This design comes from an exercise in tuning for a short achievable clock period and few clock cycles on the open sky130 flow, not from production work.
In this exercise RTL edits were held to simulation tests only and were not proved equivalent to the original.
No activity file was given, so power comes from the tool's default toggle rates.

--- flow/design.v ---
`timescale 1ns / 1ps
`timescale 1ns / 1ps
 `timescale 1ns / 1ps
module ALU(
    input wire [31:0] Operand1,
    input wire [31:0] Operand2,
    input wire [3:0] AluContrl,
    output reg [31:0] AluOut
    );
    always @(*)
    begin
        case(AluContrl)
            4'd0: AluOut = Operand1 << Operand2[4:0];
            4'd1: AluOut = Operand1 >> Operand2[4:0];
            4'd2: AluOut = $signed(Operand1) >>> Operand2[4:0];
            4'd3: AluOut = Operand1 + Operand2;
            4'd4: AluOut = Operand1 - Operand2;
            4'd5: AluOut = Operand1 ^ Operand2;
            4'd6: AluOut = Operand1 | Operand2;
            4'd7: AluOut = Operand1 & Operand2;
            4'd8:
            begin
                if ($signed(Operand1) < $signed(Operand2))
                    AluOut = 32'd1;
                else
                    AluOut = 32'd0;
            end
            4'd9:
            begin
                if ($unsigned(Operand1) < $unsigned(Operand2))
                    AluOut = 32'd1;
                else
                    AluOut = 32'd0;
            end
            4'd10: AluOut = Operand2;
            4'd11: AluOut = Operand1;
            4'd12: AluOut = Operand1 | Operand2;
            4'd13: AluOut = (~Operand1) & Operand2;
            default: AluOut = 32'hxxxxxxxx;
        endcase
    end
endmodule
`timescale 1ns / 1ps
 `timescale 1ns / 1ps
module BranchDecisionMaking(
    input wire [2:0] BranchTypeE,
    input wire [31:0] Operand1,Operand2,
    output reg BranchE
    );
    always @(*)
    begin
        case (BranchTypeE)
            3'd1: BranchE = (Operand1 == Operand2) ? 1'b1 : 1'b0;
            3'd2: BranchE = (Operand1 == Operand2) ? 1'b0 : 1'b1;
            3'd3: BranchE = ($signed(Operand1) < $signed(Operand2)) ? 1'b1: 1'b0;
            3'd4: BranchE = ($unsigned(Operand1) < $unsigned(Operand2)) ? 1'b1 : 1'b0;
            3'd5: BranchE = ($signed(Operand1) >= $signed(Operand2)) ? 1'b1 : 1'b0;
            3'd6: BranchE = ($unsigned(Operand1) >= $unsigned(Operand2)) ? 1'b1 : 1'b0;
            default: BranchE = 1'b0;
        endcase
    end
endmodule
`timescale 1ns / 1ps
 `timescale 1ns / 1ps
module ControlUnit(
    input wire [6:0] Op,
    input wire [2:0] Fn3,
    input wire [6:0] Fn7,
    output wire JalD,
    output wire JalrD,
    output reg [2:0] RegWriteD,
    output wire MemToRegD,
    output reg [3:0] MemWriteD,
    output wire LoadNpcD,
    output reg [1:0] RegReadD,       
    output reg [2:0] BranchTypeD,
    output reg [3:0] AluContrlD,
    output wire [1:0] AluSrc2D,
    output wire AluSrc1D,
    output reg [2:0] ImmType,
    output reg CSRWriteD,
    output reg CSRReadD,
    output reg csrrwD,
    output wire MemReadD
    );
    assign JalD = (Op == 7'b1101111) ? 1'b1 : 1'b0;
    assign JalrD = (Op == 7'b1100111) ? 1'b1 : 1'b0;
    assign MemToRegD = (Op == 7'b0000011) ? 1'b1 : 1'b0;
    assign MemReadD = (Op == 7'b0000011) ? 1'b1 : 1'b0;
    assign LoadNpcD = (Op == 7'b1100111 || Op == 7'b1101111) ? 1'b1 : 1'b0;  
    assign AluSrc1D = (Op == 7'b0010111) ? 1'b1 : 1'b0;   
    assign AluSrc2D[0] = (Op == 7'b0010011) ? 1'b1 : 1'b0;   
    assign AluSrc2D[1] = ((Op == 7'b0010011 && Fn3 != 3'b001 && Fn3 != 3'b101) || Op == 7'b1100111 || Op == 7'b0000011 || Op == 7'b0100011 || Op == 7'b0110111 || Op == 7'b0010111) ? 1'b1 : 1'b0;   
    always @(*)
    begin
        case (Op)
            7'b0010011:  
            begin
                CSRWriteD = 1'b0;
                CSRReadD = 1'b0;
                RegWriteD = 3'd3;
                BranchTypeD = 3'd0;
                ImmType = 3'd1;
                MemWriteD = 4'd0;
                RegReadD = 2'b10;
                csrrwD = 1'b0;
                case (Fn3)
                    3'b000: AluContrlD = 4'd3;      
                    3'b001: AluContrlD = 4'd0;      
                    3'b010: AluContrlD = 4'd8;      
                    3'b011: AluContrlD = 4'd9;     
                    3'b100: AluContrlD = 4'd5;      
                    3'b101:
                    begin
                        if (Fn7 == 7'd0)
                            AluContrlD = 4'd1;      
                        else
                            AluContrlD = 4'd2;      
                    end
                    3'b110: AluContrlD = 4'd6;       
                    3'b111: AluContrlD = 4'd7;      
                    default: AluContrlD = 4'd3;     
                endcase
            end
            7'b0110011:
            begin
                CSRWriteD = 1'b0;
                CSRReadD = 1'b0;
                RegWriteD = 3'd3;
                BranchTypeD = 3'd0;
                ImmType = 3'd0;
                MemWriteD = 4'd0;
                RegReadD = 2'b11;
                csrrwD = 1'b0;
                case (Fn3)
                    3'b000:
                    begin
                        if (Fn7 == 7'd0)
                            AluContrlD = 4'd3;      
                        else
                            AluContrlD = 4'd4;      
                    end
                    3'b001: AluContrlD = 4'd0;      
                    3'b010: AluContrlD = 4'd8;      
                    3'b011: AluContrlD = 4'd9;     
                    3'b100: AluContrlD = 4'd5;      
                    3'b101:
                    begin
                        if (Fn7 == 7'd0)
                            AluContrlD = 4'd1;      
                        else
                            AluContrlD = 4'd2;      
                    end
                    3'b110: AluContrlD = 4'd6;       
                    3'b111: AluContrlD = 4'd7;      
                    default: AluContrlD = 4'd3;     
                endcase
            end
            7'b0110111:  
            begin
                CSRWriteD = 1'b0;
                CSRReadD = 1'b0;
                RegWriteD = 3'd3;
                BranchTypeD = 3'd0;
                ImmType = 3'd4;
                MemWriteD = 4'd0;
                AluContrlD = 4'd10;
                RegReadD = 2'b00;
                csrrwD = 1'b0;
            end
            7'b0010111:  
            begin
                CSRWriteD = 1'b0;
                CSRReadD = 1'b0;
                RegWriteD = 3'd3;
                BranchTypeD = 3'd0;
                ImmType = 3'd4;
                MemWriteD = 4'd0;
                AluContrlD = 4'd3;
                RegReadD = 2'b00;
                csrrwD = 1'b0;
            end
            7'b1100111:  
            begin
                CSRWriteD = 1'b0;
                CSRReadD = 1'b0;
                RegWriteD = 3'd3;
                BranchTypeD = 3'd0;
                ImmType = 3'd1;
                MemWriteD = 4'd0;
                AluContrlD = 4'd3;
                RegReadD = 2'b10;
                csrrwD = 1'b0;
            end
            7'b1101111:  
            begin
                CSRWriteD = 1'b0;
                CSRReadD = 1'b0;
                RegWriteD = 3'd3;
                BranchTypeD = 3'd0;
                ImmType = 3'd5;
                MemWriteD = 4'd0;
                AluContrlD = 4'd3;
                RegReadD = 2'b00;
                csrrwD = 1'b0;
            end
            7'b1100011:  
            begin
                CSRWriteD = 1'b0;
                CSRReadD = 1'b0;
                RegWriteD = 3'b0;
                ImmType = 3'd3;
                MemWriteD = 4'd0;
                AluContrlD = 4'd4;                      
                RegReadD = 2'b11;
                csrrwD = 1'b0;
                case (Fn3)
                    3'b000: BranchTypeD = 3'd1;         
                    3'b001: BranchTypeD = 3'd2;         
                    3'b100: BranchTypeD = 3'd3;         
                    3'b101: BranchTypeD = 3'd5;         
                    3'b110: BranchTypeD = 3'd4;        
                    3'b111: BranchTypeD = 3'd6;        
                    default: BranchTypeD = 3'd0;   
                endcase
            end
            7'b0000011:  
            begin
                CSRWriteD = 1'b0;
                CSRReadD = 1'b0;
                BranchTypeD = 3'd0;
                ImmType = 3'd1;
                MemWriteD = 4'd0;
                AluContrlD = 4'd3;
                RegReadD = 2'b10;
                csrrwD = 1'b0;
                case (Fn3)
                    3'b000: RegWriteD = 3'd1;
                    3'b001: RegWriteD = 3'd2;
                    3'b010: RegWriteD = 3'd3;
                    3'b100: RegWriteD = 3'd4;
                    3'b101: RegWriteD = 3'd5;
                    default: RegWriteD = 3'b0;
                endcase
            end
            7'b0100011:  
            begin
                CSRWriteD = 1'b0;
                CSRReadD = 1'b0;
                RegWriteD = 3'b0;
                BranchTypeD = 3'd0;
                ImmType = 3'd2;
                AluContrlD = 4'd3;
                RegReadD = 2'b11;
                csrrwD = 1'b0;
                case (Fn3)
                    3'b000: MemWriteD = 4'b0001;    
                    3'b001: MemWriteD = 4'b0011;    
                    3'b010: MemWriteD = 4'b1111;    
                    default: MemWriteD = 4'b0000;   
                endcase
            end
            7'b1110011:  
            begin
                CSRReadD = 1'b1;
                CSRWriteD = 1'b1;
                RegWriteD = 3'd3;
                BranchTypeD = 3'd0;
                ImmType = 3'd1;            
                MemWriteD <= 4'd0;
                case (Fn3)
                    3'b001:      
                    begin
                        AluContrlD = 4'd11;
                        RegReadD = 2'b10;
                        csrrwD = 1'b1;
                    end
                    3'b010:      
                    begin
                        AluContrlD = 4'd12;
                        RegReadD = 2'b10;
                        csrrwD = 1'b0;
                    end
                    3'b011:      
                    begin
                        AluContrlD = 4'd13;
                        RegReadD = 2'b10;
                        csrrwD = 1'b0;
                    end
                    3'b101:      
                    begin
                        AluContrlD = 4'd11;
                        RegReadD = 2'b00;
                        csrrwD = 1'b1;
                    end
                    3'b110:      
                    begin
                        AluContrlD = 4'd12;
                        RegReadD = 2'b00;
                        csrrwD = 1'b0;
                    end
                    3'b111:      
                    begin
                        AluContrlD = 4'd13;
                        RegReadD = 2'b00;
                        csrrwD = 1'b0;
                    end
                    default:     
                    begin
                        AluContrlD = 4'd11;
                        RegReadD = 2'b00;
                        csrrwD = 1'b0;
                    end
                endcase
            end
            default:     
            begin
                RegWriteD = 3'b0;
                MemWriteD = 3'd0;
                BranchTypeD = 3'd0;
                ImmType = 3'd0;
                AluContrlD = 4'd3;
                RegReadD = 2'b00;
                CSRWriteD = 1'b0;
                CSRReadD = 1'b0;
                csrrwD = 1'b0;
            end
        endcase
    end
endmodule
`timescale 1ns / 1ps
 `timescale 1ns / 1ps
module DataExt(
    input wire [31:0] IN,
    input wire [1:0] LoadedBytesSelect,
    input wire [2:0] RegWriteW,
    output reg [31:0] OUT
    );
    always @(*)
    begin
        case (LoadedBytesSelect)
            2'b00:
            begin
                case (RegWriteW)
                    3'b0: OUT <= 32'hxxxxxxxx;
                    3'd1: OUT <= { {24{IN[7]}}, IN[7:0] };
                    3'd2: OUT <= { {16{IN[15]}}, IN[15:0] };
                    3'd3: OUT <= IN;
                    3'd4: OUT <= { 24'd0, IN[7:0] };
                    3'd5: OUT <= { 16'd0, IN[15:0] };
                    default: OUT <= 32'hxxxxxxxx;
                endcase
            end
            2'b01:
            begin
                case (RegWriteW)
                    3'b0: OUT <= 32'hxxxxxxxx;
                    3'd1: OUT <= { {24{IN[15]}}, IN[15:8] };
                    3'd2: OUT <= { {16{IN[23]}}, IN[23:8] };
                    3'd3: OUT <= { {8{IN[31]}}, IN[31:8] };
                    3'd4: OUT <= { 24'd0, IN[15:8] };
                    3'd5: OUT <= { 16'd0, IN[23:8] };
                    default: OUT <= 32'hxxxxxxxx;
                endcase
            end
            2'b10:
            begin
                case (RegWriteW)
                    3'b0: OUT <= 32'hxxxxxxxx;
                    3'd1: OUT <= { {24{IN[23]}}, IN[23:16] };
                    3'd2: OUT <= { {16{IN[31]}}, IN[31:16] };
                    3'd3: OUT <= { {16{IN[31]}}, IN[31:16] };
                    3'd4: OUT <= { 24'd0, IN[23:16] };
                    3'd5: OUT <= { 16'd0, IN[31:16] };
                    default: OUT <= 32'hxxxxxxxx;
                endcase
            end
            2'b11:
            begin
                case (RegWriteW)
                    3'b0: OUT <= 32'hxxxxxxxx;
                    3'd1: OUT <= { {24{IN[31]}}, IN[31:24] };
                    3'd2: OUT <= { {24{IN[31]}}, IN[31:24] };
                    3'd3: OUT <= { {24{IN[31]}}, IN[31:24] };
                    3'd4: OUT <= { 24'd0, IN[31:24] };
                    3'd5: OUT <= { 24'd0, IN[31:24] };
                    default: OUT <= 32'hxxxxxxxx;
                endcase
            end
            default: OUT <= 32'hxxxxxxxx;
        endcase
    end
endmodule
`timescale 1ns / 1ps
module EXSegReg(
    input wire clk,
    input wire en,
    input wire clear,
    input wire [31:0] PCD,
    output reg [31:0] PCE, 
    input wire [31:0] JalNPC,
    output reg [31:0] BrNPC,
    input wire [31:0] ImmD,
    output reg [31:0] ImmE,
    input wire [4:0] RdD,
    output reg [4:0] RdE,
    input wire [4:0] Rs1D,
    output reg [4:0] Rs1E,
    input wire [4:0] Rs2D,
    output reg [4:0] Rs2E,
    input wire [31:0] RegOut1D,
    output reg [31:0] RegOut1E,
    input wire [31:0] RegOut2D,
    output reg [31:0] RegOut2E,
    input wire JalrD,
    output reg JalrE,
    input wire [2:0] RegWriteD,
    output reg [2:0] RegWriteE,
    input wire MemToRegD,
    output reg MemToRegE,
    input wire [3:0] MemWriteD,
    output reg [3:0] MemWriteE,
    input wire LoadNpcD,
    output reg LoadNpcE,
    input wire [1:0] RegReadD,
    output reg [1:0] RegReadE,
    input wire [2:0] BranchTypeD,
    output reg [2:0] BranchTypeE,
    input wire [4:0] AluContrlD,
    output reg [4:0] AluContrlE,
    input wire AluSrc1D,
    output reg AluSrc1E,
    input wire [1:0] AluSrc2D,
    output reg [1:0] AluSrc2E,
    input wire CSRWriteD,
    output reg CSRWriteE,
    input wire [31:0] CSRD,
    output reg [31:0] CSRE,
    input wire CSRReadD,
    output reg CSRReadE,
    input wire csrrwD,
    output reg csrrwE,
    input wire [11:0] Rd_CSRD,
    output reg [11:0] Rd_CSRE,
    input wire [11:0] Rs_CSRD,
    output reg [11:0] Rs_CSRE,
    input wire MemReadD,
    output reg MemReadE,
    input wire [31:0] InstrD,
    output reg [31:0] InstrE,
    input wire BTB_HitD,
    output reg BTB_HitE,
    input wire BHT_HitD,
    output reg BHT_HitE
    );
    always@(posedge clk) begin
        if(en)
            if(clear)
                begin
                PCE<=32'b0;
                BrNPC<=32'b0;
                ImmE<=32'b0;
                RdE<=32'b0;
                Rs1E<=5'b0;
                Rs2E<=5'b0;
                RegOut1E<=32'b0;
                RegOut2E<=32'b0;
                JalrE<=1'b0;
                RegWriteE<=1'b0;
                MemToRegE<=1'b0;
                MemWriteE<=1'b0;
                LoadNpcE<=1'b0;
                RegReadE<=2'b00;
                BranchTypeE <= 3'b0;
                AluContrlE<=5'b0;
                AluSrc1E<=1'b0;
                AluSrc2E<=2'b0;
                CSRE <= 32'd0;
                CSRWriteE <= 1'b0;
                CSRReadE <= 1'b0;
                csrrwE <= 1'b0;
                Rd_CSRE <= 12'd0;
                Rs_CSRE <= 12'd0;
                MemReadE <= 1'b0;
                InstrE <= 32'd0;
                BTB_HitE <= 1'b0;
                BHT_HitE <= 1'b0;
            end else begin
                PCE<=PCD;
                BrNPC<=JalNPC;
                ImmE<=ImmD;
                RdE<=RdD;
                Rs1E<=Rs1D;
                Rs2E<=Rs2D;
                RegOut1E<=RegOut1D;
                RegOut2E<=RegOut2D;
                JalrE<=JalrD;
                RegWriteE<=RegWriteD;
                MemToRegE<=MemToRegD;
                MemWriteE<=MemWriteD;
                LoadNpcE<=LoadNpcD;
                RegReadE<=RegReadD;
                BranchTypeE <= BranchTypeD;
                AluContrlE<=AluContrlD;
                AluSrc1E<=AluSrc1D;
                AluSrc2E<=AluSrc2D;
                CSRE <= CSRD;
                CSRWriteE <= CSRWriteD;
                CSRReadE <= CSRReadD;
                csrrwE <= csrrwD;
                Rd_CSRE <= Rd_CSRD;
                Rs_CSRE <= Rs_CSRD;
                MemReadE <= MemReadD;
                InstrE <= InstrD;
                BTB_HitE <= BTB_HitD;
                BHT_HitE <= BHT_HitD;
            end
        end
endmodule
`timescale 1ns / 1ps
module HarzardUnit(
    input wire CpuRst, ICacheMiss, DCacheMiss,
    input wire BranchE, BTB_HitE, BHT_HitE, JalrE, JalD, BrInstE,
    input wire [4:0] Rs1D, Rs2D, Rs1E, Rs2E, RdE, RdM, RdW,
    input wire [1:0] RegReadE,
    input wire MemToRegE,
    input wire [2:0] RegWriteM, RegWriteW,
    input wire CSRReadE, CSRWriteM, CSRWriteW,
    input wire [11:0] Rs_CSRE, Rd_CSRM, Rd_CSRW,
    output reg StallF, FlushF, StallD, FlushD, StallE, FlushE, StallM, FlushM, StallW, FlushW,
    output reg [1:0] Forward1E, Forward2E,
    output reg [1:0] ForwardCSRE
    );
    wire Branch_Flush;
    assign Branch_Flush = (BranchE & ~(BTB_HitE & BHT_HitE)) | (~BranchE & (BTB_HitE & BHT_HitE) & BrInstE);
    always @(*)
    begin
        if (CpuRst)
        begin
            StallF = 1'b0;
            FlushF = 1'b1;
            StallD = 1'b0;
            FlushD = 1'b1;
            StallE = 1'b0;
            FlushE = 1'b1;
            StallM = 1'b0;
            FlushM = 1'b1;
            StallW = 1'b0;
            FlushW = 1'b1;
            Forward1E = 2'b00;
            Forward2E = 2'b00;
            ForwardCSRE = 2'b00;
        end
        else
        begin
            if (Rs1E == RdM && RegWriteM != 3'b000)                      
            begin
                if (RegReadE[1] == 1'b1 && RdM != 5'd0)
                    Forward1E = 2'b10;                                  
                else
                    Forward1E = 2'b00;
            end
            else if (Rs1E == RdW && RegWriteW != 3'b000)
            begin
                if (RegReadE[1] == 1'b1 && RdW != 5'd0)
                    Forward1E = 2'b01;                                  
                else
                    Forward1E = 2'b00;
            end
            else
                Forward1E = 2'b00;
            if (Rs2E == RdM && RegWriteM != 3'b000)                      
            begin
                if (RegReadE[0] == 1'b1 && RdM != 5'd0)
                    Forward2E = 2'b10;                                  
                else
                    Forward2E = 2'b00;
            end
            else if (Rs2E == RdW && RegWriteW != 3'b000)
            begin
                if (RegReadE[0] == 1'b1 && RdW != 5'd0)
                    Forward2E = 2'b01;                                  
                else
                    Forward2E = 2'b00;
            end
            else
                Forward2E = 2'b00;
            if ((Rs1D == RdE || Rs2D == RdE) && MemToRegE == 1'b1)    
            begin
                StallF = 1'b1;
                StallD = 1'b1;
            end
            else
            begin
                StallF = 1'b0;
                StallD = 1'b0;
            end
            if (Branch_Flush | JalrE)                         
            begin
                FlushD = 1'b1;
            end
            else if (JalD == 1'b1)
            begin
                FlushD = 1'b1;
            end
            else
            begin
                FlushD = 1'b0;
            end
            if (((Rs1D == RdE || Rs2D == RdE) && MemToRegE == 1'b1) || (Branch_Flush == 1'b1 || JalrE == 1'b1))   
                FlushE = 1'b1;
            else
                FlushE = 1'b0;
            if (CSRReadE == 1'b1 && CSRWriteM == 1'b1 && Rs_CSRE == Rd_CSRM)
                ForwardCSRE = 2'b10;
            else if (CSRReadE == 1'b1 && CSRWriteW == 1'b1 && Rs_CSRE == Rd_CSRW)
                ForwardCSRE = 2'b01;
            else
                ForwardCSRE = 2'b00;
            StallE = 1'b0;
            StallM = 1'b0;
            StallW = 1'b0;
            FlushF = 1'b0;
            FlushM = 1'b0;
            FlushW = 1'b0;
        end
    end
endmodule
`timescale 1ns / 1ps
module IDSegReg(
    input wire clk,
    input wire clear,
    input wire en,
    input wire [31:0] A,
    output wire [31:0] RD,
    output wire [31:0] IMemAddr,
    input wire [31:0] IMemRData,
    input wire [31:0] PCF,
    output reg [31:0] PCD,
    input wire BTB_HitF,
    output reg BTB_HitD,
    input wire BHT_HitF,
    output reg BHT_HitD
    );
    always@(posedge clk)
        if(en) begin
            PCD <= clear ? 0: PCF;
            BTB_HitD <= clear ? 1'b0 : BTB_HitF;
            BHT_HitD <= clear ? 1'b0 : BHT_HitF;
        end
    wire [31:0] RD_raw;
    assign IMemAddr = A;
    assign RD_raw = IMemRData;
    reg stall_ff;
    reg clear_ff;
    reg [31:0] RD_old;
    always @ (posedge clk)
    begin
        stall_ff<=~en;
        clear_ff<=clear;
        RD_old<=RD;
    end    
    assign RD = stall_ff ? RD_old : (clear_ff ? 32'b0 : RD_raw );
endmodule
`timescale 1ns / 1ps
module IFSegReg(
    input wire clk,
    input wire en, clear,
    input wire [31:0] PC_In,
    output reg [31:0] PCF
    );
    always@(posedge clk)
        if(en) begin
            if(clear)
                PCF <= 0;
            else 
                PCF <= PC_In;
        end
endmodule
`timescale 1ns / 1ps
 `timescale 1ns / 1ps
module ImmOperandUnit(
    input wire [31:7] In,
    input wire [2:0] Type,
    output reg [31:0] Out
    );
    always @(*)
    begin
        case(Type)
            3'd1:  Out = { {20{In[31]}}, In[31:20] };
            3'd2:  Out = { {20{In[31]}}, In[31:25], In[11:7] };
            3'd3:  Out = { {20{In[31]}}, In[7], In[30:25], In[11:8], 1'b0 };
            3'd4:  Out = { In[31:12], 12'd0 };
            3'd5:  Out = { {12{In[31]}}, In[19:12], In[20], In[30:21], 1'b0 };
            default: Out = 32'hxxxxxxxx;
        endcase
    end
endmodule
`timescale 1ns / 1ps
module MEMSegReg(
    input wire clk,
    input wire en,
    input wire clear,
    input wire [31:0] AluOutE,
    output reg [31:0] AluOutM, 
    input wire [31:0] ForwardData2,
    output reg [31:0] StoreDataM, 
    input wire [4:0] RdE,
    output reg [4:0] RdM,
    input wire [31:0] PCE,
    output reg [31:0] PCM,
    input wire [2:0] RegWriteE,
    output reg [2:0] RegWriteM,
    input wire MemToRegE,
    output reg MemToRegM,
    input wire [3:0] MemWriteE,
    output reg [3:0] MemWriteM,
    input wire LoadNpcE,
    output reg LoadNpcM,
    input wire [31:0] CSRE,
    output reg [31:0] CSRM,
    input wire CSRWriteE,
    output reg CSRWriteM,
    input wire CSRReadE,
    output reg CSRReadM,
    input wire [11:0] Rd_CSRE,
    output reg [11:0] Rd_CSRM,
    input wire MemReadE,
    output reg MemReadM,
    input wire [31:0] InstrE,
    output reg [31:0] InstrM
    );
    always@(posedge clk)
        if(en) begin
            AluOutM    <= clear ?     0 : AluOutE;
            StoreDataM <= clear ?     0 : ForwardData2;
            RdM        <= clear ?  5'h0 : RdE;
            PCM        <= clear ?     0 : PCE;
            RegWriteM  <= clear ?  3'h0 : RegWriteE;
            MemToRegM  <= clear ?  1'b0 : MemToRegE;
            MemWriteM  <= clear ?  4'b0 : MemWriteE;
            LoadNpcM   <= clear ?     0 : LoadNpcE;
            CSRM       <= clear ? 32'd0 : CSRE;
            CSRWriteM  <= clear ?  1'b0 : CSRWriteE;
            CSRReadM   <= clear ?  1'b0 : CSRReadE;
            Rd_CSRM    <= clear ? 12'd0 : Rd_CSRE;
            MemReadM   <= clear ?  1'b0 : MemReadE;
            InstrM     <= clear ? 32'd0 : InstrE;
        end
endmodule
`timescale 1ns / 1ps
module NPC_Generator(
    input wire [31:0] PCF, PCE, JalrTarget, BranchTarget, JalTarget, PredictPC,
    input wire BranchE,JalD,JalrE,BTB_HitF,BTB_HitE,BHT_HitF,BHT_HitE,BrInstE,
    output reg [31:0] PC_In
    );
    always @(*)
    begin
        if (JalrE)
            PC_In = JalrTarget;
        else if (BranchE & ~(BHT_HitE & BTB_HitE))          
            PC_In = BranchTarget;
        else if (~BranchE & (BTB_HitE & BHT_HitE) & BrInstE)
            PC_In = PCE + 4;
        else if (JalD)
            PC_In = JalTarget;
        else if (BTB_HitF & BHT_HitF)        
            PC_In = PredictPC;
        else
            PC_In = PCF + 4;
    end
endmodule
`timescale 1ns / 1ps
module RegisterFile(
    input wire clk,
    input wire rst,
    input wire WE3,
    input wire CSR_WE,
    input wire [4:0] A1,
    input wire [4:0] A2,
    input wire [4:0] A3,
    input wire [11:0] A_CSR_1,      
    input wire [11:0] A_CSR_2,      
    input wire [31:0] WD3,
    input wire [31:0] WD_CSR,
    output wire [31:0] RD1,
    output wire [31:0] RD2,
    output wire [31:0] RD_CSR
    );
    reg [31:0] RegFile[31:1];
    integer i;
    always@(negedge clk or posedge rst) 
    begin 
        if(rst)
        begin
            for(i=1;i<32;i=i+1) RegFile[i][31:0]<=32'b0;
        end
        else if( (WE3==1'b1) && (A3!=5'b0) )    RegFile[A3]<=WD3;   
    end
    assign RD1= (A1==5'b0) ? 32'b0 : ((A3 == A1 && WE3 == 1'b1) ? WD3 : RegFile[A1]);   
    assign RD2= (A2==5'b0) ? 32'b0 : ((A3 == A2 && WE3 == 1'b1) ? WD3 : RegFile[A2]);
    assign RD_CSR = 32'd0;
endmodule
`timescale 1ns / 1ps
module WBSegReg(
    input wire clk,
    input wire rst,
    input wire en,
    input wire clear,
    input wire [31:0] A,
    input wire [31:0] WD,
    input wire [3:0] WE,
    output wire [31:0] RD,
    output reg [1:0] LoadedBytesSelect,
    output wire [31:0] DMemAddr,
    output wire [3:0] DMemWE,
    output wire [31:0] DMemWData,
    input wire [31:0] DMemRData,
    input wire [31:0] ResultM,
    output reg [31:0] ResultW, 
    input wire [4:0] RdM,
    output reg [4:0] RdW,
    input wire [2:0] RegWriteM,
    output reg [2:0] RegWriteW,
    input wire MemToRegM,
    output reg MemToRegW,
    input wire [31:0] CSRM,
    output reg [31:0] CSRW,
    input wire CSRWriteM,
    output reg CSRWriteW,
    input wire CSRReadM,
    output reg CSRReadW,
    input wire [11:0] Rd_CSRM,
    output reg [11:0] Rd_CSRW,
    output wire DCacheMiss,
    input wire MemReadM,
    input wire [31:0] InstrM,
    output reg [31:0] InstrW
    );
    wire WE_en;
    assign WE_en = |WE;
    always@(posedge clk)
        if(en) begin
            LoadedBytesSelect <= clear ? 2'b00 : A[1:0];
            RegWriteW         <= clear ?  1'b0 : RegWriteM;
            MemToRegW         <= clear ?  1'b0 : MemToRegM;
            ResultW           <= clear ?     0 : ResultM;
            RdW               <= clear ?  5'b0 : RdM;
            CSRW              <= clear ? 32'd0 : CSRM;
            CSRWriteW         <= clear ?  1'b0 : CSRWriteM;
            CSRReadW          <= clear ?  1'b0 : CSRReadM;
            Rd_CSRW           <= clear ? 12'd0 : Rd_CSRM;
            InstrW            <= clear ? 32'd0 : InstrM;
        end
    wire [31:0] RD_raw;
    reg [3:0] WE_NEW;
    reg [31:0] WD_NEW;
    always @(*)
    begin
        case(A[1:0])
            2'b00:
            begin
                WE_NEW <= WE;
                WD_NEW <= WD;
            end
            2'b01:
            begin
                WE_NEW <= WE << 1;
                WD_NEW <= WD << 8;
            end
            2'b10:
            begin
                WE_NEW <= WE << 2;
                WD_NEW <= WD << 16;
            end
            2'b11:
            begin
                WE_NEW <= WE << 3;
                WD_NEW <= WD << 24;
            end
            default:
            begin
                WE_NEW <= WE;
                WD_NEW <= WD;
            end
        endcase
    end
    assign DMemAddr  = A;
    assign DMemWE    = WE_NEW;
    assign DMemWData = WD_NEW;
    assign RD_raw    = DMemRData;
    assign DCacheMiss = 1'b0;
    reg stall_ff;
    reg clear_ff;
    reg [31:0] RD_old;
    always @ (posedge clk)
    begin
        stall_ff<=~en;
        clear_ff<=clear;
        RD_old<=RD;
    end
    assign RD = stall_ff ? RD_old : (clear_ff ? 32'b0 : RD_raw );
endmodule
`timescale 1ns / 1ps
module BTB_BHT #(
    parameter BTB_ADDR_LEN = 5                      
)(
    input clk,
    input rst,
    input BranchE,
    input BTB_HitE,
    input BHT_HitE,
    input BrInstE,
    input [31:0] PCF,                            
    input [31:0] PCE,                            
    input [31:0] BrNPC,                          
    output [31:0] PredictPC,                     
    output reg BTB_HitF,
    output BHT_HitF
);
localparam BTB_SIZE = 1 << BTB_ADDR_LEN;
wire we;
wire clear;
wire [BTB_ADDR_LEN - 1:0] PCF_addr, PCE_addr;
assign PCF_addr = {PCF[BTB_ADDR_LEN - 1:0]};
assign PCE_addr = {PCE[BTB_ADDR_LEN - 1:0]};
assign we = (BranchE & ~BTB_HitE);
assign clear = (~BranchE & BTB_HitE & BrInstE);
assign PredictPC = (BTB_HitF & BHT_HitF) ? BTB[PCF_addr][31:0] : 32'dx;
assign BHT_HitF = 1'b0;
reg [64:0] BTB [0:BTB_SIZE - 1];       
reg [1:0] BHT [0:BTB_SIZE - 1];
always @(*) begin
    if (rst) begin
        BTB_HitF = 1'b0;
    end
    else begin
        if (BTB[PCF_addr][64] == 1'b1 && PCF == BTB[PCF_addr][63:32]) begin
            BTB_HitF = 1'b1;
        end
        else begin
            BTB_HitF = 1'b0;
        end
    end
end
always @(posedge clk or posedge rst) begin
    if (rst) begin
        for (integer i = 0; i < BTB_SIZE; i++) begin
            BTB[i] <= 65'd0;
        end
    end
    else begin
        if (we) begin
            BTB[PCE_addr] <= {1'b1, PCE, BrNPC};
        end
        else if (clear) begin
            BTB[PCE_addr][64] <= 1'b0;
        end
    end
end
always @(posedge clk or posedge rst) begin
    if (rst) begin
        for (integer i = 0; i < BTB_SIZE; i++) begin
            BHT[i] <= 2'b11;
        end
    end
    else begin
        case (BHT[PCF_addr])
        2'b00:
        begin
            if (~BranchE & BrInstE) begin
                BHT[PCF_addr] <= 2'b00;
            end
            else if (BranchE & BrInstE) begin
                BHT[PCF_addr] <= 2'b01;
            end
            else begin
                BHT[PCF_addr] <= 2'b00;
            end
        end
        2'b01:
        begin
            if (~BranchE & BrInstE) begin
                BHT[PCF_addr] <= 2'b00;
            end
            else if (BranchE & BrInstE) begin
                BHT[PCF_addr] <= 2'b10;
            end
            else begin
                BHT[PCF_addr] <= 2'b01;
            end
        end
        2'b10:
        begin
            if (~BranchE & BrInstE) begin
                BHT[PCF_addr] <= 2'b01;
            end
            else if (BranchE & BrInstE) begin
                BHT[PCF_addr] <= 2'b11;
            end
            else begin
                BHT[PCF_addr] <= 2'b10;
            end
        end
        2'b11:
        begin
            if (~BranchE & BrInstE) begin
                BHT[PCF_addr] <= 2'b10;
            end
            else if (BranchE & BrInstE) begin
                BHT[PCF_addr] <= 2'b11;
            end
            else begin
                BHT[PCF_addr] <= 2'b11;
            end
        end
        default:
        begin
            BHT[PCF_addr] <= 2'b11;
        end
        endcase
    end
end
endmodule
`timescale 1ns / 1ps
 `timescale 1ns / 1ps
module RV32ICore(
    input wire CPU_CLK,
    input wire CPU_RST,
    output wire [31:0] IMEM_ADDR,
    input wire [31:0] IMEM_RDATA,
    output wire [31:0] DMEM_ADDR,
    output wire [3:0] DMEM_WE,
    output wire [31:0] DMEM_WDATA,
    input wire [31:0] DMEM_RDATA
    );
    wire StallF, FlushF, StallD, FlushD, StallE, FlushE, StallM, FlushM, StallW, FlushW;
    wire [31:0] PC_In;
    wire [31:0] PCF;
    wire [31:0] Instr, PCD;
    wire JalD, JalrD, LoadNpcD, MemToRegD, AluSrc1D;
    wire [2:0] RegWriteD;
    wire [3:0] MemWriteD;
    wire [1:0] RegReadD;
    wire [2:0] BranchTypeD;
    wire [4:0] AluContrlD;
    wire [1:0] AluSrc2D;
    wire [2:0] RegWriteW;
    wire [4:0] RdW;
    wire [31:0] RegWriteData;
    wire [31:0] DM_RD_Ext;
    wire [2:0] ImmType;
    wire [31:0] ImmD;
    wire [31:0] JalNPC;
    wire [31:0] BrNPC; 
    wire [31:0] ImmE;
    wire [6:0] OpCodeD, Funct7D;
    wire [2:0] Funct3D;
    wire [4:0] Rs1D, Rs2D, RdD;
    wire [4:0] Rs1E, Rs2E, RdE;
    wire [31:0] RegOut1D;
    wire [31:0] RegOut1E;
    wire [31:0] RegOut2D;
    wire [31:0] RegOut2E;
    wire JalrE;
    wire [2:0] RegWriteE;
    wire MemToRegE;
    wire [3:0] MemWriteE;
    wire LoadNpcE;
    wire [1:0] RegReadE;
    wire [2:0] BranchTypeE;
    wire [3:0] AluContrlE;
    wire AluSrc1E;
    wire [1:0] AluSrc2E;
    wire [31:0] Operand1;
    wire [31:0] Operand2;
    wire BranchE;
    wire [31:0] AluOutE;
    wire [31:0] AluOutM; 
    wire [31:0] ForwardData1;
    wire [31:0] ForwardData2;
    wire [31:0] PCE;
    wire [31:0] StoreDataM; 
    wire [4:0] RdM;
    wire [31:0] PCM;
    wire [2:0] RegWriteM;
    wire MemToRegM;
    wire [3:0] MemWriteM;
    wire LoadNpcM;
    wire [31:0] DM_RD;
    wire [31:0] ResultM;
    wire [31:0] ResultW;
    wire MemToRegW;
    wire [1:0] Forward1E;
    wire [1:0] Forward2E;
    wire [1:0] ForwardCSRE;
    wire [1:0] LoadedBytesSelect;
    wire [11:0] Rs_CSRD, Rs_CSRE, Rd_CSRD, Rd_CSRE, Rd_CSRM, Rd_CSRW;
    wire CSRRead, csrrwD, csrrwE;
    wire CSRWriteD, CSRWriteE, CSRWriteM, CSRWriteW;
    wire CSRReadD, CSRReadE, CSRReadM, CSRReadW;
    wire [31:0] CSRD, CSRE, CSRM, CSRW, ForwardCSRData, RegWriteData_plus_CSR;
    wire [31:0] CSRM_or_DataM, CSRW_or_DataW;
    wire MemReadD, MemReadE, MemReadM;
    wire ICacheMiss, DCacheMiss;
    wire [31:0] InstrE, InstrM, InstrW;
    wire BTB_HitF, BTB_HitD, BTB_HitE, BHT_HitF, BHT_HitD, BHT_HitE, BrInstE;
    wire [31:0] NPC, PredictPC;
    assign {Funct7D, Rs2D, Rs1D, Funct3D, RdD, OpCodeD} = Instr;
    assign Rs_CSRD = Instr[31:20];
    assign Rd_CSRD = Instr[31:20];
    assign JalNPC=ImmD+PCD;
    assign CSRM_or_DataM = CSRWriteM ? CSRM : AluOutM;
    assign CSRW_or_DataW = CSRWriteW ? CSRW : RegWriteData;
    assign ForwardData1 = Forward1E[1]?(CSRM_or_DataM):( Forward1E[0]?CSRW_or_DataW:RegOut1E );
    assign Operand1 = (RegReadE[1] == 1'b0 && CSRReadE == 1'b1) ? Rs1E : (AluSrc1E ? PCE : ForwardData1);
    assign ForwardData2 = Forward2E[1]?(CSRM_or_DataM):( Forward2E[0]?CSRW_or_DataW:RegOut2E );
    assign Operand2 = ForwardCSRE[1] ? AluOutM : ( ForwardCSRE[0] ? ResultW : (CSRReadE ? CSRE : (AluSrc2E[1] ? (ImmE) : ( AluSrc2E[0] ? Rs2E : ForwardData2 ))));
    assign ResultM = LoadNpcM ? (PCM+4) : AluOutM;
    assign RegWriteData = (~MemToRegW ? ResultW : DM_RD_Ext);      
    assign RegWriteData_plus_CSR = CSRWriteW ? CSRW : RegWriteData;
    assign ForwardCSRData = ForwardCSRE[1] ? AluOutM : (ForwardCSRE[0] ? ResultW : CSRE);
    assign BrInstE = (BranchTypeE != 3'd0);
    NPC_Generator NPC_Generator1(
        .PCF(PCF),
        .PCE(PCE),
        .JalrTarget(AluOutE), 
        .BranchTarget(BrNPC),
        .JalTarget(JalNPC),
        .BranchE(BranchE),
        .JalD(JalD),
        .JalrE(JalrE),
        .PC_In(PC_In),
        .BTB_HitF(BTB_HitF),
        .BTB_HitE(BTB_HitE),
        .BHT_HitF(BHT_HitF),
        .BHT_HitE(BHT_HitE),
        .PredictPC(PredictPC),
        .BrInstE(BrInstE)
    );
    BTB_BHT BTB1(
        .clk(CPU_CLK),
        .rst(CPU_RST),
        .BranchE(BranchE),
        .BTB_HitF(BTB_HitF),
        .BTB_HitE(BTB_HitE),
        .BrInstE(BrInstE),
        .PCF(PCF),
        .PCE(PCE),
        .BrNPC(BrNPC),
        .PredictPC(PredictPC),
        .BHT_HitF(BHT_HitF),
        .BHT_HitE(BHT_HitE)
    );
    IFSegReg IFSegReg1(
        .clk(CPU_CLK),
        .en(~StallF),
        .clear(FlushF), 
        .PC_In(PC_In),
        .PCF(PCF)
    );
    IDSegReg IDSegReg1(
        .clk(CPU_CLK),
        .clear(FlushD),
        .en(~StallD),
        .A(PCF),
        .RD(Instr),
        .IMemAddr(IMEM_ADDR),
        .IMemRData(IMEM_RDATA),
        .PCF(PCF),
        .PCD(PCD),
        .BTB_HitF(BTB_HitF),
        .BTB_HitD(BTB_HitD),
        .BHT_HitF(BHT_HitF),
        .BHT_HitD(BHT_HitD)
    );
    ControlUnit ControlUnit1(
        .Op(OpCodeD),
        .Fn3(Funct3D),
        .Fn7(Funct7D),
        .JalD(JalD),
        .JalrD(JalrD),
        .RegWriteD(RegWriteD),
        .MemToRegD(MemToRegD),
        .MemWriteD(MemWriteD),
        .LoadNpcD(LoadNpcD),
        .RegReadD(RegReadD),
        .BranchTypeD(BranchTypeD),
        .AluContrlD(AluContrlD),
        .AluSrc1D(AluSrc1D),
        .AluSrc2D(AluSrc2D),
        .ImmType(ImmType),
        .CSRWriteD(CSRWriteD),
        .CSRReadD(CSRReadD),
        .csrrwD(csrrwD),
        .MemReadD(MemReadD)
    );
    ImmOperandUnit ImmOperandUnit1(
        .In(Instr[31:7]),
        .Type(ImmType),
        .Out(ImmD)
    );
    RegisterFile RegisterFile1(
        .clk(CPU_CLK),
        .rst(CPU_RST),
        .WE3(|RegWriteW),
        .A1(Rs1D),
        .A2(Rs2D),
        .A3(RdW),
        .WD3(RegWriteData_plus_CSR),
        .RD1(RegOut1D),
        .RD2(RegOut2D),
        .CSR_WE(CSRWriteW),
        .WD_CSR(ResultW),
        .RD_CSR(CSRD),
        .A_CSR_1(Rs_CSRD),
        .A_CSR_2(Rd_CSRW)
    );
    EXSegReg EXSegReg1(
        .clk(CPU_CLK),
        .en(~StallE),
        .clear(FlushE),
        .PCD(PCD),
        .PCE(PCE), 
        .JalNPC(JalNPC),
        .BrNPC(BrNPC), 
        .ImmD(ImmD),
        .ImmE(ImmE),
        .RdD(RdD),
        .RdE(RdE),
        .Rs1D(Rs1D),
        .Rs1E(Rs1E),
        .Rs2D(Rs2D),
        .Rs2E(Rs2E),
        .RegOut1D(RegOut1D),
        .RegOut1E(RegOut1E),
        .RegOut2D(RegOut2D),
        .RegOut2E(RegOut2E),
        .JalrD(JalrD),
        .JalrE(JalrE),
        .RegWriteD(RegWriteD),
        .RegWriteE(RegWriteE),
        .MemToRegD(MemToRegD),
        .MemToRegE(MemToRegE),
        .MemWriteD(MemWriteD),
        .MemWriteE(MemWriteE),
        .LoadNpcD(LoadNpcD),
        .LoadNpcE(LoadNpcE),
        .RegReadD(RegReadD),
        .RegReadE(RegReadE),
        .BranchTypeD(BranchTypeD),
        .BranchTypeE(BranchTypeE),
        .AluContrlD(AluContrlD),
        .AluContrlE(AluContrlE),
        .AluSrc1D(AluSrc1D),
        .AluSrc1E(AluSrc1E),
        .AluSrc2D(AluSrc2D),
        .AluSrc2E(AluSrc2E),
        .CSRD(CSRD),
        .CSRE(CSRE),
        .CSRWriteD(CSRWriteD),
        .CSRWriteE(CSRWriteE),
        .CSRReadD(CSRReadD),
        .CSRReadE(CSRReadE),
        .csrrwD(csrrwD),
        .csrrwE(csrrwE),
        .Rd_CSRD(Rd_CSRD),
        .Rd_CSRE(Rd_CSRE),
        .Rs_CSRD(Rs_CSRD),
        .Rs_CSRE(Rs_CSRE),
        .MemReadD(MemReadD),
        .MemReadE(MemReadE),
        .InstrD(Instr),
        .InstrE(InstrE),
        .BTB_HitD(BTB_HitD),
        .BTB_HitE(BTB_HitE),
        .BHT_HitD(BHT_HitD),
        .BHT_HitE(BHT_HitE)
    	); 
    ALU ALU1(
        .Operand1(Operand1),
        .Operand2(Operand2),
        .AluContrl(AluContrlE),
        .AluOut(AluOutE)
    	);
    BranchDecisionMaking BranchDecisionMaking1(
        .BranchTypeE(BranchTypeE),
        .Operand1(Operand1),
        .Operand2(Operand2),
        .BranchE(BranchE)
        );
    MEMSegReg MEMSegReg1(
        .clk(CPU_CLK),
        .en(~StallM),
        .clear(FlushM),
        .AluOutE(AluOutE),
        .AluOutM(AluOutM), 
        .ForwardData2(ForwardData2),
        .StoreDataM(StoreDataM), 
        .RdE(RdE),
        .RdM(RdM),
        .PCE(PCE),
        .PCM(PCM),
        .RegWriteE(RegWriteE),
        .RegWriteM(RegWriteM),
        .MemToRegE(MemToRegE),
        .MemToRegM(MemToRegM),
        .MemWriteE(MemWriteE),
        .MemWriteM(MemWriteM),
        .LoadNpcE(LoadNpcE),
        .LoadNpcM(LoadNpcM),
        .CSRE(ForwardCSRData),
        .CSRM(CSRM),
        .CSRWriteE(CSRWriteE),
        .CSRWriteM(CSRWriteM),
        .CSRReadE(CSRReadE),
        .CSRReadM(CSRReadM),
        .Rd_CSRE(Rd_CSRE),
        .Rd_CSRM(Rd_CSRM),
        .MemReadE(MemReadE),
        .MemReadM(MemReadM),
        .InstrE(InstrE),
        .InstrM(InstrM)
    );
    WBSegReg WBSegReg1(
        .clk(CPU_CLK),
        .rst(CPU_RST),
        .en(~StallW),
        .clear(FlushW),
        .A(AluOutM),
        .WD(StoreDataM),
        .WE(MemWriteM),
        .RD(DM_RD),
        .LoadedBytesSelect(LoadedBytesSelect),
        .DMemAddr(DMEM_ADDR),
        .DMemWE(DMEM_WE),
        .DMemWData(DMEM_WDATA),
        .DMemRData(DMEM_RDATA),
        .ResultM(ResultM),
        .ResultW(ResultW), 
        .RdM(RdM),
        .RdW(RdW),
        .RegWriteM(RegWriteM),
        .RegWriteW(RegWriteW),
        .MemToRegM(MemToRegM),
        .MemToRegW(MemToRegW),
        .CSRM(CSRM),
        .CSRW(CSRW),
        .CSRWriteM(CSRWriteM),
        .CSRWriteW(CSRWriteW),
        .CSRReadM(CSRReadM),
        .CSRReadW(CSRReadW),
        .Rd_CSRM(Rd_CSRM),
        .Rd_CSRW(Rd_CSRW),
        .DCacheMiss(DCacheMiss),
        .MemReadM(MemReadM),
        .InstrM(InstrM),
        .InstrW(InstrW)
    );
    DataExt DataExt1(
        .IN(DM_RD),
        .LoadedBytesSelect(LoadedBytesSelect),
        .RegWriteW(RegWriteW),
        .OUT(DM_RD_Ext)
    );
    HarzardUnit HarzardUnit1(
        .CpuRst(CPU_RST),
        .BranchE(BranchE),
        .BrInstE(BrInstE),
        .BTB_HitE(BTB_HitE),
        .BHT_HitE(BHT_HitE),
        .JalrE(JalrE),
        .JalD(JalD),
        .Rs1D(Rs1D),
        .Rs2D(Rs2D),
        .Rs1E(Rs1E),
        .Rs2E(Rs2E),
        .RegReadE(RegReadE),
        .MemToRegE(MemToRegE),
        .RdE(RdE),
        .RdM(RdM),
        .RegWriteM(RegWriteM),
        .RdW(RdW),
        .RegWriteW(RegWriteW),
        .ICacheMiss(1'b0),
        .DCacheMiss(DCacheMiss),
        .StallF(StallF),
        .FlushF(FlushF),
        .StallD(StallD),
        .FlushD(FlushD),
        .StallE(StallE),
        .FlushE(FlushE),
        .StallM(StallM),
        .FlushM(FlushM),
        .StallW(StallW),
        .FlushW(FlushW),
        .Forward1E(Forward1E),
        .Forward2E(Forward2E),
        .CSRReadE(CSRReadE),
        .CSRWriteM(CSRWriteM),
        .CSRWriteW(CSRWriteW),
        .Rs_CSRE(Rs_CSRE),
        .Rd_CSRM(Rd_CSRM),
        .Rd_CSRW(Rd_CSRW),
        .ForwardCSRE(ForwardCSRE)
    	);    
endmodule
--- flow/run.sh ---
#!/bin/bash
# synth_recipe.tcl (not shown) runs the flow's synth.tcl, then flattens the netlist and writes it again
# the make line also repeats each setting of config.mk as NAME=value (left out here)
make -C /OpenROAD-flow-scripts/flow DESIGN_CONFIG=/design/flow/config.mk WORK_HOME=/design/flow/orfs CLKGATE_MAP_FILE= SYNTH_SCRIPT=/design/flow/synth_recipe.tcl finish
--- flow/config.mk ---
export PLATFORM = sky130hd
export DESIGN_NAME = RV32ICore
export DESIGN_NICKNAME = RV32ICore
export VERILOG_FILES = /design/flow/design.v
export SDC_FILE = /design/flow/constraint.sdc
export NUM_CORES = 4
export LEC_CHECK = 0
export CAP_MARGIN = 20
export CORE_MARGIN = 2
export CORE_UTILIZATION = 30
export GPL_ROUTABILITY_DRIVEN = 1
export PLACE_DENSITY = 0.45
export SLEW_MARGIN = 20
--- flow/constraint.sdc ---
create_clock -name core_clock -period 10.0 [get_ports {CPU_CLK}]
set_input_delay 2.0000 -clock core_clock [delete_from_list [all_inputs] [get_ports {CPU_CLK}]]
set_output_delay 2.0000 -clock core_clock [all_outputs]
set_load 0.01 [all_outputs]
==> summary.txt <==
## power groups by stage
stage	Sequential (W)	Combinational (W)	Clock [W]
2_1_floorplan	0.00654	0.00164	0
3_3_place_gp	0.00663	0.00320	0
3_5_place_dp	0.00663	0.00320	0
4_1_cts	0.00651	0.00321	0.00722
5_1_grt	0.00651	0.00345	0.00747
6_report	0.00652	0.00334	0.00716
## area by class of cell
cell class,instances,area [um2]
diodes,25,62.6
clock buffers,258,5310
fillers,28000,174000
inverters,168,658
clock inverters,78,960
multi-input cells,6910,42600
well taps,3570,4470
flip-flops and latches,1536,36400
repair buffers,675,6350
## through the flow
| stage | area, um2 | utilization, % | hold slack, ps | worst slack, ps | setup TNS [ps] |
|---|---|---|---|---|---|
| final | 96800 | 35.7 | 408 | 888 | 0 |
| after floorplan | 81900 | - | 410 | -467 | -462890 |
| after CTS | 96700 | 35.7 | 406 | 1050 | 0 |
| after global routing | 96700 | 35.7 | 437 | 832 | 0 |
| after global placement | 90400 | 33.4 | 426 | 237 | 0 |
| after detailed placement | 90400 | 33.4 | 425 | 212 | 0 |
## layer usage
layer / global-route usage (%) / vias to the layer above
met4: 16.9 / 32
li1: - / 34800
met1: 45.8 / 41800
met5: 0.190 / -
met2: 49.1 / 5784
met3: 10.8 / 1489
## how the worst max path moves through the flow
stage,endpoint,cells after the start,start
floorplan,RegisterFile1.RegFile[10][0]$_DFFE_NP0P_,4,CPU_RST
global placement,RegisterFile1.RegFile[29][24]$_DFFE_NP0P_,10,DMEM_RDATA[15]
detailed placement,RegisterFile1.RegFile[29][24]$_DFFE_NP0P_,10,DMEM_RDATA[15]
CTS,RegisterFile1.RegFile[12][24]$_DFFE_NP0P_,10,DMEM_RDATA[15]
global route,IFSegReg1.PCF[31]$_SDFFCE_PP0N_,28,DMEM_RDATA[30]
finish,RegisterFile1.RegFile[12][24]$_DFFE_NP0P_,10,DMEM_RDATA[15]
## logic make-up (layout without fill, tap and decap cells)
kind of cell	after synthesis	count (layout)	share of synthesized area [%]
xor gates and xnor gates	170	170	1.84
other	0	25	0
buffers and inverters	985	1179	4.74
muxes	203	203	2.60
AOI/OAI and AO/OA	3463	3463	27.8
and+or+nand+nor	2940	2940	16.5
DFF	1536	1536	44.4
adders and majority gates	134	134	2.07
## synthesized netlist by cell type, types with 150 or more instances
master    instances
nand2_1        1325
nand3_1         195
nor2_1          554
dfrtn_1         992
dfxtp_1         480
inv_1           151
a21oi_1         404
clkbuf_1        688
nor2b_1         184
nand4_1         188
a221oi_1        173
o21ai_0        1265
a22oi_1         657
mux2i_1         160
a22o_1          150
## worst max-delay path, delay by kind of cell
kind | cells | cell delay [ps]
AND/OR/NAND/NOR | 3 | 820
adder cells (fa/ha/maj) | 1 | 430
buffers and inverters | 4 | 1200
AO/OA/AOI/OAI | 2 | 240
==> results.cfg <==
[status]
outcome = no timing/DRC/antenna violations

[route]
drc = 0
maxUsedRoutingLayer = met5
wl_met1_mm = 201
drt_iter0_markers = 12100
met3_length_mm = 57.4
viasPerCell = 6.34
wl_mm = 489
route.met2.wl_mm = 201
route.vias.total = 83900
wire_per_inst_um = 37.0
drt.antenna.violating_nets = 0
firstDrtPassIters = 10

[worst_setup_path]
start_kind = input port
cpMostUsedCell = buf_4
cp_max_fo = 33
cp_slowest_stage_delay_ps = 560
r2r_setup_slack_ps = 1290
endpoint_kind = flip-flop
cp.arrival_ps = 4730
critical_path_class = input port to flip-flop
timing.rr.end = RegisterFile1.RegFile[15][29]$_DFFE_NP0P_
critPathSlowestCell = clkdlybuf4s50_1
rr_worst_depth = 8
r2r_start = WBSegReg1.RegWriteW[2]$_SDFF_PP0_
path_cells = clkdlybuf4s50_1, nor2b_1, maj3_1, nand3_1, buf_4, a311oi_1, buf_4, nor2_2, buf_12, o21ai_0
worstPathRequired_ps = 5620

[worst_hold_path]
hold_class = flip-flop to flip-flop
holdPathEnd = MEMSegReg1.RegWriteM[2]$_SDFF_PP0_
hold_depth = 1
worstHoldStart = EXSegReg1.RegWriteE[2]$_SDFF_PP0_

[timing]
finalHoldViolCount = 0
maxSlewViolCount = 0
max_slew_margin_pct = 17.3
skew_ps = 106
report.final.setup_viol = 0
worst_pin_slew_ps = 1240
rsz0062_at_grt = false

[logic_synthesis]
syn_area_per_cell_um2 = 8.68
synth_ff_type = dfrtn_1
synth_edf_count = 64
async_reset_ff_share_pct = 64.6
yosysWarnings = 19
synth_cell_types = 116
post-synth-top-area-cell = dfrtn_1
synthesis.nets = 9629
yosysSeqAreaShare_pct = 44.4
synth_area_leaders = dfrtn_1, dfxtp_1, o21ai_0
syn_area_mm2 = 0.0819
synthCells = 9431
yosysTopAreaCellShare_pct = 30.3
ys_ff_latch = 1536

[clocking]
cts-resized-gates = 0
cts_setup_buffers = 0
cts_buffer_depth = 4
cts_root_buffer = clkbuf_16
h-tree-depth = 4
clkSinkCount = 1536
clk_latency_ps = 910
cts_tree = yes
holdBufCountCts = 0
cts.clk_slew.worst_paths_ps = 60
numCtsBuffers = 187

[die]
initial_utilization_pct = 30.2
pin_count = 166
dieWidth_um = 526
core_mm2 = 0.271
dieArea_mm2 = 0.277
rows = 191
die_y_um = 526

[cells_and_area]
drive_gt1_share_pct = 11.0
final_cell_mix = nand2_1, o21ai_0, dfrtn_1
largest_register_ff_count = 992
final_cells = 13200
mostFrequentLayoutCell = nand2_1
top_register = RegisterFile1.RegFile
final_net_count = 9676
areaGrowthSynthToFinish_pct = 18.2

[power]
p_sw_share_pct = 31.8
ir_worst_vdd_mv = 0.125
power_w = 0.0170
seq_power_share_pct = 38.3
p_leak_nw = 40.7
p_per_area_mw_per_mm2 = 176
p_sw_w = 0.00541
clockPowerShare_pct = 42.1
power_frac_comb_pct = 19.6
p_int_w = 0.0116

[global_route]
grt_pass1_vias = 78900
grt_start_max_net_pins = 171
grt_pass1_wl_mm = 668
grt_usage_pct = 34.1
grt_overflow = 0
antenna_found_initial = 50

[place]
portBuffers = 165
gp_congestion = 1.00
dp_hpwl_mm = 324
place_inst = 12900

[job]
maxCapViolCount = 0
Testbench counts, summed over its fixed seeds: cycles 352,998.
